What follows belongs to an exercise in optimizing a design on an open flow for small area, a short achievable clock period and few clock cycles per item; a production flow would make more cautious choices.
No functional check of the RTL was part of this run.
Power figures rest on the tool's default switching activity, not on a simulated workload.

==> flow/design.v <==
module bin2bcd(bin, en, clk, reset, bcd_out, rdy);
	input [11:0] bin;
	input clk;
	input en;
	output [15:0] bcd_out;
	output rdy;
	input reset;
	reg [14:0] mid;     
	reg result_rdy;
	wire [12:0] front_o;
	wire [14:0] back_o;
	front u_front(.v(bin[11:2]), .o(front_o));
	always @(posedge clk)
		mid <= {front_o, bin[1:0]};
	always @(posedge clk or posedge reset) begin
		if (reset) result_rdy <= 1'b0;
		else result_rdy <= en;
	end
	back u_back(.m(mid[14:2]), .l(mid[1:0]), .o(back_o));
	assign bcd_out = {1'b0, back_o};
	assign rdy = result_rdy;
endmodule
module front(v, o);
	input [9:0] v;
	output [12:0] o;
	wire new_n24, new_n25, new_n26, new_n27, new_n28, new_n29, new_n30, new_n31, new_n32, new_n33, new_n34, new_n35, new_n36, new_n37, new_n38, new_n39, new_n40, new_n41, new_n42, new_n43, new_n44, new_n45, new_n46, new_n47, new_n48, new_n49, new_n50, new_n51, new_n52, new_n53, new_n54, new_n55, new_n56, new_n57, new_n58, new_n59, new_n60, new_n61, new_n62, new_n63, new_n64, new_n65, new_n66, new_n67, new_n68, new_n69, new_n70, new_n71, new_n72, new_n73, new_n74, new_n75, new_n76, new_n77, new_n78, new_n79, new_n80, new_n81, new_n82, new_n83, new_n84, new_n85, new_n86, new_n87, new_n88, new_n89, new_n90, new_n91, new_n92, new_n93, new_n94, new_n95, new_n96, new_n97, new_n98, new_n100, new_n101, new_n103, new_n104, new_n105, new_n107, new_n108, new_n110, new_n111, new_n112, new_n113, new_n114, new_n115, new_n116, new_n117, new_n118, new_n119, new_n120, new_n121, new_n122, new_n123, new_n124, new_n125, new_n126, new_n127, new_n129, new_n130, new_n131, new_n132, new_n133, new_n134, new_n135, new_n136, new_n137, new_n138, new_n139, new_n140, new_n141, new_n142, new_n143, new_n144, new_n146, new_n147, new_n149, new_n150, new_n151, new_n153, new_n154;
	assign new_n24 = ~v[7] & v[9];
	assign new_n25 = ~v[8] & new_n24;
	assign new_n26 = v[6] & new_n25;
	assign new_n27 = v[8] & ~new_n24;
	assign new_n28 = ~v[6] & new_n27;
	assign new_n29 = v[7] & ~v[9];
	assign new_n30 = ~v[7] & ~v[8];
	assign new_n31 = v[9] & ~new_n30;
	assign new_n32 = ~v[7] & new_n31;
	assign new_n33 = ~new_n29 & ~new_n32;
	assign new_n34 = new_n28 & new_n33;
	assign new_n35 = ~new_n26 & ~new_n34;
	assign new_n36 = v[5] & ~new_n35;
	assign new_n37 = ~v[6] & new_n25;
	assign new_n38 = ~new_n28 & ~new_n33;
	assign new_n39 = ~new_n37 & ~new_n38;
	assign new_n40 = ~v[5] & ~new_n39;
	assign new_n41 = ~v[6] & ~new_n29;
	assign new_n42 = new_n27 & ~new_n41;
	assign new_n43 = ~new_n25 & ~new_n42;
	assign new_n44 = v[6] & ~new_n43;
	assign new_n45 = ~v[6] & new_n43;
	assign new_n46 = ~new_n44 & ~new_n45;
	assign new_n47 = new_n40 & ~new_n46;
	assign new_n48 = ~new_n36 & ~new_n47;
	assign new_n49 = v[4] & ~new_n48;
	assign new_n50 = ~v[5] & ~new_n35;
	assign new_n51 = ~new_n40 & new_n46;
	assign new_n52 = ~new_n50 & ~new_n51;
	assign new_n53 = ~v[5] & ~new_n46;
	assign new_n54 = ~new_n39 & ~new_n53;
	assign new_n55 = new_n35 & ~new_n54;
	assign new_n56 = v[5] & ~new_n55;
	assign new_n57 = ~v[5] & new_n55;
	assign new_n58 = ~new_n56 & ~new_n57;
	assign new_n59 = ~v[4] & ~new_n58;
	assign new_n60 = ~new_n52 & new_n59;
	assign new_n61 = ~new_n49 & ~new_n60;
	assign new_n62 = v[3] & ~new_n61;
	assign new_n63 = ~v[4] & ~new_n48;
	assign new_n64 = ~v[4] & ~new_n52;
	assign new_n65 = new_n58 & ~new_n64;
	assign new_n66 = ~new_n63 & ~new_n65;
	assign new_n67 = ~v[3] & ~new_n66;
	assign new_n68 = ~new_n52 & ~new_n59;
	assign new_n69 = new_n48 & ~new_n68;
	assign new_n70 = v[4] & ~new_n69;
	assign new_n71 = ~v[4] & new_n69;
	assign new_n72 = ~new_n70 & ~new_n71;
	assign new_n73 = new_n67 & ~new_n72;
	assign new_n74 = ~new_n62 & ~new_n73;
	assign new_n75 = ~v[2] & ~new_n74;
	assign new_n76 = ~v[3] & ~new_n61;
	assign new_n77 = ~new_n67 & new_n72;
	assign new_n78 = ~new_n76 & ~new_n77;
	assign new_n79 = ~v[2] & ~new_n78;
	assign new_n80 = ~v[3] & ~new_n72;
	assign new_n81 = ~new_n66 & ~new_n80;
	assign new_n82 = new_n61 & ~new_n81;
	assign new_n83 = v[3] & ~new_n82;
	assign new_n84 = ~v[3] & new_n82;
	assign new_n85 = ~new_n83 & ~new_n84;
	assign new_n86 = ~new_n79 & new_n85;
	assign new_n87 = ~new_n75 & ~new_n86;
	assign new_n88 = ~v[2] & ~new_n85;
	assign new_n89 = ~new_n78 & ~new_n88;
	assign new_n90 = new_n74 & ~new_n89;
	assign new_n91 = v[2] & ~new_n90;
	assign new_n92 = ~v[2] & new_n90;
	assign new_n93 = ~new_n91 & ~new_n92;
	assign new_n94 = ~v[1] & ~new_n93;
	assign new_n95 = ~new_n87 & ~new_n94;
	assign new_n96 = v[2] & ~new_n74;
	assign new_n97 = new_n79 & ~new_n85;
	assign new_n98 = ~new_n96 & ~new_n97;
	assign o[4] = new_n95 | ~new_n98;
	assign new_n100 = ~v[1] & o[4];
	assign new_n101 = v[1] & ~o[4];
	assign o[1] = new_n100 | new_n101;
	assign new_n103 = ~v[1] & ~new_n98;
	assign new_n104 = ~v[1] & ~new_n87;
	assign new_n105 = new_n93 & ~new_n104;
	assign o[2] = new_n103 | new_n105;
	assign new_n107 = v[1] & ~new_n98;
	assign new_n108 = ~new_n87 & new_n94;
	assign o[3] = new_n107 | new_n108;
	assign new_n110 = new_n43 & new_n55;
	assign new_n111 = new_n31 & new_n110;
	assign new_n112 = ~new_n69 & new_n111;
	assign new_n113 = ~new_n31 & ~new_n43;
	assign new_n114 = new_n31 & ~new_n55;
	assign new_n115 = new_n31 & ~new_n110;
	assign new_n116 = new_n55 & ~new_n115;
	assign new_n117 = ~new_n114 & ~new_n116;
	assign new_n118 = new_n69 & ~new_n117;
	assign new_n119 = new_n113 & new_n118;
	assign new_n120 = ~new_n112 & ~new_n119;
	assign new_n121 = new_n82 & ~new_n120;
	assign new_n122 = new_n69 & new_n111;
	assign new_n123 = new_n69 & new_n113;
	assign new_n124 = new_n117 & ~new_n123;
	assign new_n125 = ~new_n122 & ~new_n124;
	assign new_n126 = new_n82 & ~new_n125;
	assign new_n127 = new_n113 & ~new_n118;
	assign o[10] = new_n111 | new_n127;
	assign new_n129 = ~new_n69 & ~o[10];
	assign new_n130 = new_n69 & o[10];
	assign new_n131 = ~new_n129 & ~new_n130;
	assign new_n132 = ~new_n126 & ~new_n131;
	assign new_n133 = ~new_n121 & ~new_n132;
	assign new_n134 = new_n82 & new_n131;
	assign new_n135 = ~new_n125 & ~new_n134;
	assign new_n136 = new_n120 & ~new_n135;
	assign new_n137 = new_n82 & ~new_n136;
	assign new_n138 = ~new_n82 & new_n136;
	assign new_n139 = ~new_n137 & ~new_n138;
	assign new_n140 = new_n90 & new_n139;
	assign new_n141 = ~new_n133 & ~new_n140;
	assign new_n142 = ~new_n82 & ~new_n120;
	assign new_n143 = new_n126 & new_n131;
	assign new_n144 = ~new_n142 & ~new_n143;
	assign o[8] = new_n141 | ~new_n144;
	assign new_n146 = new_n90 & o[8];
	assign new_n147 = ~new_n90 & ~o[8];
	assign o[5] = new_n146 | new_n147;
	assign new_n149 = new_n90 & ~new_n144;
	assign new_n150 = new_n90 & ~new_n133;
	assign new_n151 = ~new_n139 & ~new_n150;
	assign o[6] = new_n149 | new_n151;
	assign new_n153 = ~new_n90 & ~new_n144;
	assign new_n154 = ~new_n133 & new_n140;
	assign o[7] = new_n153 | new_n154;
	assign o[9] = ~new_n115 & ~new_n136;
	assign o[11] = new_n115 & new_n136;
	assign o[12] = new_n115 & ~new_n136;
	assign o[0] = v[0];
endmodule
module back(m, l, o);
	input [12:0] m;
	input [1:0] l;
	output [14:0] o;
	wire new_n31, new_n32, new_n33, new_n34, new_n35, new_n36, new_n37, new_n38, new_n39, new_n40, new_n41, new_n42, new_n43, new_n44, new_n45, new_n47, new_n48, new_n50, new_n51, new_n52, new_n54, new_n55, new_n57, new_n58, new_n59, new_n60, new_n61, new_n62, new_n63, new_n64, new_n65, new_n66, new_n67, new_n68, new_n69, new_n70, new_n71, new_n73, new_n74, new_n76, new_n77, new_n78, new_n79, new_n80, new_n81, new_n83, new_n84, new_n86, new_n87, new_n88, new_n89, new_n90, new_n91, new_n93, new_n94, new_n95, new_n96, new_n97, new_n98, new_n99, new_n100, new_n102, new_n103, new_n105, new_n106, new_n107, new_n109, new_n110;
	assign new_n31 = ~m[0] & m[3];
	assign new_n32 = ~m[0] & m[2];
	assign new_n33 = m[1] & ~new_n32;
	assign new_n34 = ~new_n31 & ~new_n33;
	assign new_n35 = ~m[0] & ~m[1];
	assign new_n36 = m[2] & ~new_n35;
	assign new_n37 = ~m[3] & ~new_n36;
	assign new_n38 = ~m[0] & ~new_n37;
	assign new_n39 = m[0] & new_n37;
	assign new_n40 = ~new_n38 & ~new_n39;
	assign new_n41 = ~l[1] & new_n40;
	assign new_n42 = ~new_n34 & ~new_n41;
	assign new_n43 = m[0] & m[3];
	assign new_n44 = m[2] & new_n35;
	assign new_n45 = ~new_n43 & ~new_n44;
	assign o[4] = new_n42 | ~new_n45;
	assign new_n47 = l[1] & o[4];
	assign new_n48 = ~l[1] & ~o[4];
	assign o[1] = ~new_n47 & ~new_n48;
	assign new_n50 = ~l[1] & ~new_n45;
	assign new_n51 = ~l[1] & ~new_n34;
	assign new_n52 = ~new_n40 & ~new_n51;
	assign o[2] = new_n50 | new_n52;
	assign new_n54 = l[1] & ~new_n45;
	assign new_n55 = new_n40 & new_n51;
	assign o[3] = new_n54 | new_n55;
	assign new_n57 = m[4] & m[7];
	assign new_n58 = ~m[4] & m[6];
	assign new_n59 = ~m[5] & new_n58;
	assign new_n60 = ~new_n57 & ~new_n59;
	assign new_n61 = ~m[4] & m[7];
	assign new_n62 = m[5] & ~new_n58;
	assign new_n63 = ~new_n61 & ~new_n62;
	assign new_n64 = ~m[4] & ~m[5];
	assign new_n65 = m[6] & ~new_n64;
	assign new_n66 = ~m[7] & ~new_n65;
	assign new_n67 = m[4] & new_n66;
	assign new_n68 = ~m[4] & ~new_n66;
	assign new_n69 = new_n37 & ~new_n68;
	assign new_n70 = ~new_n67 & new_n69;
	assign new_n71 = ~new_n63 & ~new_n70;
	assign o[8] = ~new_n60 | new_n71;
	assign new_n73 = new_n37 & ~o[8];
	assign new_n74 = ~new_n37 & o[8];
	assign o[5] = ~new_n73 & ~new_n74;
	assign new_n76 = new_n37 & ~new_n60;
	assign new_n77 = new_n37 & ~new_n63;
	assign new_n78 = m[4] & ~new_n66;
	assign new_n79 = ~m[4] & new_n66;
	assign new_n80 = ~new_n78 & ~new_n79;
	assign new_n81 = ~new_n77 & new_n80;
	assign o[6] = new_n76 | new_n81;
	assign new_n83 = ~new_n37 & ~new_n60;
	assign new_n84 = ~new_n63 & new_n70;
	assign o[7] = new_n83 | new_n84;
	assign new_n86 = ~m[8] & m[11];
	assign new_n87 = ~m[8] & m[10];
	assign new_n88 = m[9] & ~new_n87;
	assign new_n89 = ~new_n86 & ~new_n88;
	assign new_n90 = ~m[8] & ~m[9];
	assign new_n91 = m[10] & ~new_n90;
	assign o[13] = m[11] | new_n91;
	assign new_n93 = ~m[8] & o[13];
	assign new_n94 = m[8] & ~o[13];
	assign new_n95 = ~new_n93 & ~new_n94;
	assign new_n96 = new_n66 & new_n95;
	assign new_n97 = ~new_n89 & ~new_n96;
	assign new_n98 = m[8] & m[11];
	assign new_n99 = m[10] & new_n90;
	assign new_n100 = ~new_n98 & ~new_n99;
	assign o[12] = new_n97 | ~new_n100;
	assign new_n102 = ~new_n66 & o[12];
	assign new_n103 = new_n66 & ~o[12];
	assign o[9] = ~new_n102 & ~new_n103;
	assign new_n105 = new_n66 & ~new_n100;
	assign new_n106 = new_n66 & ~new_n89;
	assign new_n107 = ~new_n95 & ~new_n106;
	assign o[10] = new_n105 | new_n107;
	assign new_n109 = ~new_n66 & ~new_n100;
	assign new_n110 = new_n95 & new_n106;
	assign o[11] = new_n109 | new_n110;
	assign o[0] = l[0];
	assign o[14] = m[12];
endmodule
==> flow/flow/run.sh <==
#!/bin/bash
# Standard layout, but with the smallest buffer on every port instead of
# the delay buffer that buffer_ports picks by default.
set -euo pipefail
export BUFFER_PORTS_ARGS="-buffer_cell sky130_fd_sc_hd__buf_1"
export CTS_ARGS="-sink_clustering_enable -repair_clock_nets -dont_use_dummy_load -buf_list sky130_fd_sc_hd__clkbuf_4 -root_buf sky130_fd_sc_hd__clkbuf_4"
bash standard.sh > standard.log 2>&1
==> flow/standard.sh <==
#!/bin/bash
# synth_recipe.tcl (not shown) runs the flow's synth.tcl, then flattens the netlist and writes it again
# the make line also repeats each setting of config.mk as NAME=value (left out here)
make -C /OpenROAD-flow-scripts/flow DESIGN_CONFIG=/design/flow/config.mk WORK_HOME=/design/flow/orfs CLKGATE_MAP_FILE= SYNTH_SCRIPT=/design/flow/synth_recipe.tcl "${@:-finish}"
==> flow/config.mk <==
export PLATFORM = sky130hd
export DESIGN_NAME = bin2bcd
export DESIGN_NICKNAME = bin2bcd
export VERILOG_FILES = /design/flow/design.v
export SDC_FILE = /design/flow/constraint.sdc
export NUM_CORES = 4
export LEC_CHECK = 0
export ABC_AREA = 1
export CAP_MARGIN = 20
export CORE_AREA = 2.3 2.72 63.7 63.28
export DIE_AREA = 0 0 66 66
export PLACE_DENSITY = 0.6
export SLEW_MARGIN = 20
==> flow/constraint.sdc <==
create_clock -name core_clock -period 5.0 [get_ports {clk}]
set_input_delay 1.0000 -clock core_clock [delete_from_list [all_inputs] [get_ports {clk}]]
set_output_delay 1.0000 -clock core_clock [all_outputs]
set_load 0.01 [all_outputs]
==> flow_metrics.py <==
metrics = {
    "min_path": {
        "worstHoldPathType": "in2async",
    },
    "clock_network": {
        "htree_num_levels": 1,
        "clockBufferDepth": 2,
        "clock_root_buffer_master": "clkbuf_4",
        "ctsHoldBuffers": 0,
        "tritoncts": "built",
        "post_cts_resized": 0,
        "clock_sinks": 16,
        "numCtsBuffers": 3,
        "post-cts-setup-buffer-count": 0,
        "worst_path_clk_slew_ns": 0.08,
    },
    "synth": {
        "ys.warnings.count": 1,
        "ys_seq_area_share_pct": 24.83,
        "synth.most_common_cell": "nand2_1",
        "async_flop_share_pct": 6.250,
        "net_count_of_the_mapped_netlist": 222,
        "yosys.cell_types.count": 26,
        "synth.cells.most_frequent": "nand2_1, inv_1, nand2_2, nor2_1, dfxtp_1",
        "avgSynthCellArea_um2": 6.390,
        "dominant_register_cell_in_the_synthesized_netlist": "dfxtp_1",
        "syn-cell-area_um2": 1310,
        "postSynthRegisterBits": 16,
        "postSynthCellCount": 205,
        "synth_enable_flop_cells": 0,
        "synth_largest_area_cell": "dfxtp_1",
        "synth_top_area_share_pct": 22.92,
        "largest_cells_by_area_after_synthesis": "dfxtp_1, nand2_1, inv_1",
    },
    "route": {
        "totalWireLength_mm": 2.214,
        "first_pass_iters": 4,
        "drc_errors": 0,
        "routed-via-count": 1273,
        "drtAntennaViolNets": 0,
        "iteration_0_drc_markers": 32,
        "wire_per_inst_um": 7.823,
        "route.detailed.vias_per_inst": 4.498,
    },
    "timing": {
        "max_freq_mhz": 337.4,
        "timing_hold_violations_final": 0,
        "fin_worst_hold_slack_ns": 0.5208,
        "grt_setup_unrepaired": "false",
        "post-route-period-util_pct": 59.28,
        "max-slew-margin-rel_pct": 66.37,
        "measured_slew_at_the_worst_slew_check_pin_ns": 0.5034,
        "setup_total_negative_slack_ns": 0,
        "setup_viol": 0,
        "fin_crit_ns": 2.964,
        "slew_viol_final": 0,
    },
    "grt": {
        "maximum_number_of_pins_on_one_net_before_global_route_repair": 9,
        "grt_pass1_vias": 1146,
        "antenna_found_initial": 0,
        "globalRoute.totalOverflow": 0,
        "gr-usage-all-layers_pct": 11.74,
        "global_route_wire_length_before_repair_mm": 4.243,
    },
    "critical_path": {
        "worst_path_cell_trace": "nor2_1 -> o21bai_1 -> xor2_1 -> inv_1 -> nor2_1 -> o21ai_0 -> xor2_1 -> buf_1",
        "cp_slowest_cell": "o21bai_1",
        "cp_data_required_time_ns": 4.00,
        "timing.setup.critical_path_class": "reg2out",
        "path_depth": 8,
        "critPathLaunchType": "register",
        "worstSetupEndpointType": "output port",
        "cpLargestDelayFamily": "compound AO/OA/AOI/OAI gates",
        "worstPathBufferInverterCount": 2,
        "crit_path_max_incr_delay_ns": 0.41,
        "critPathMaxFanout": 6,
        "arrival_ns": 1.96,
    },
    "final_layout": {
        "layout.nets": 254,
        "antenna_cells": 0,
        "postLayoutCellArea_um2": 1483,
        "area.growth.synth_to_final_pct": 13.18,
        "post_route_cells_drive_above_1_share_pct": 16.60,
    },
    "die": {
        "chipHeight_um": 66,
        "starting_utilization_of_the_core_area_pct": 35.78,
        "std_cell_rows": 22,
        "fp.dieArea_um2": 4356,
        "core_um2": 3661,
        "x_dimension_of_the_die_um": 66,
        "io-pin-count": 32,
    },
    "place": {
        "last_weighted_congestion_value_of_the_routability_driven_placer": 0.8477,
        "detailed_place.area_um2": 1460,
        "dpl.hpwl_mm": 1.950,
        "buffer_ports.inserted": 30,
    },
    "power": {
        "power.density_cell_area_nw_per_um2": 418.5,
        "peakVddDrop_v": 0.00009653,
        "p_leak_uw": 0.0007244,
    },
    "flow_run": {
        "number_of_max_cap_violations": 0,
    },
    "run_status": {
        "outcome": "complete, no violations",
    },
}
==> how the worst max path moves through the flow <==
| stage | start | endpoint | slack, ns |
|---|---|---|---|
| final | mid[2] | bcd_out[1] | 2.04 |
| after global routing | bin[11] | mid[8] | 1.73 |
| after CTS | mid[2] | bcd_out[1] | 1.98 |
| after detailed placement | bin[11] | mid[8] | 1.83 |
| after global placement | bin[11] | mid[3] | 1.86 |
| after floorplan | bin[8] | mid[3] | 2.20 |
==> flip-flops by register name, indices dropped and copies added, names as in the netlist <==
| name | count |
|---|---|
| result_rdy | 1 |
| mid | 15 |
==> layout make-up <==
| type | instances | area (um2) |
|---|---|---|
| flip-flops and latches | 16 | 325.3 |
| multi-input cells | 146 | 812.0 |
| clock buffers | 3 | 22.52 |
| well taps | 48 | 60.06 |
| fillers | 409 | 2178 |
| inverters | 40 | 150.1 |
| repair buffers | 30 | 112.6 |
==> layer usage <==
layer  global-route usage, %  vias up  routed length, um
li1                        -      720                  -
met1                   14.46      534               1100
met5                       0        -                  0
met2                   21.34       17               1040
met3                  0.5111        2                 50
met4                   4.592        0                 23
==> kinds of logic after synthesis <==
group / synth area share, %
buffers and inverters: 13.18
and+or+nand+nor: 33.52
DFF: 24.83
adders and majority gates: 1.910
other: 0.2863
AOI/OAI and AO/OA: 22.92
xor gates and xnor gates: 3.343
==> power breakdown <==
part / total (uW) / internal [uW] / switching, uW
sequential: 178 / 159 / 18.9
clock: 59.8 / 27.8 / 32.0
combinational: 383 / 137 / 246
total: 621 / 323 / 297
==> placed cells by master (no fill, tap or decap) <==
cell type	count
nand2_4	2
a22oi_1	5
nand3_2	2
nor2_2	1
dfxtp_1	15
o21ai_2	7
buf_1	30
o22ai_1	10
a22o_1	1
o211ai_2	1
a21oi_1	2
o21ai_1	4
nand3_1	10
inv_2	5
nor3_1	1
nand4_1	2
nand2_2	18
xor2_1	5
o21ai_0	13
inv_1	35
ha_1	2
conb_1	1
nand2_1	38
o21bai_1	3
clkbuf_4	3
dfrtp_1	1
nor2_1	18
==> through the flow <==
stage,total power [uW],setup WS [ns],std cells,utilization (%)
after floorplan,472.7,2.202,205,-
after global placement,561.2,1.864,280,39.88
after detailed placement,567.4,1.831,280,39.88
after CTS,629.5,1.979,283,40.50
after global routing,704.8,1.734,283,40.50
final,620.5,2.036,283,40.50

## separate check: timing with driven ports
The flow's constraints put no driver on any port. The routed layout listed below was extracted and timed again, unchanged, in two steps.
Step 1 sets driving cells, clkbuf_16 on the clock port and buf_2 on the other inputs (assumed; they add their load-dependent delay and slew).
Step 2, shift: input delay + t, output delay - t, t = (earliest + latest rising clock arrival at the registers) / 2. This alone moves slack from input paths to output paths.
Slacks: no drivers / after step 1 / after step 2; pairs: no drivers / after step 1.
shift t [ns]: 0.283
slack for setup (ns): 2.036 / 2.017 / 1.828
hold slack, ns: 0.521 / 0.521 / 0.805
clock arrival spread, ns: 0.002 / 0.001
worst register clock-pin slew, ns: 0.08 / 0.08
After both steps setup and hold are still met in this run. For this run, drivers alone change the setup slack by -0.019 ns; drivers and shift together by -0.208 ns.
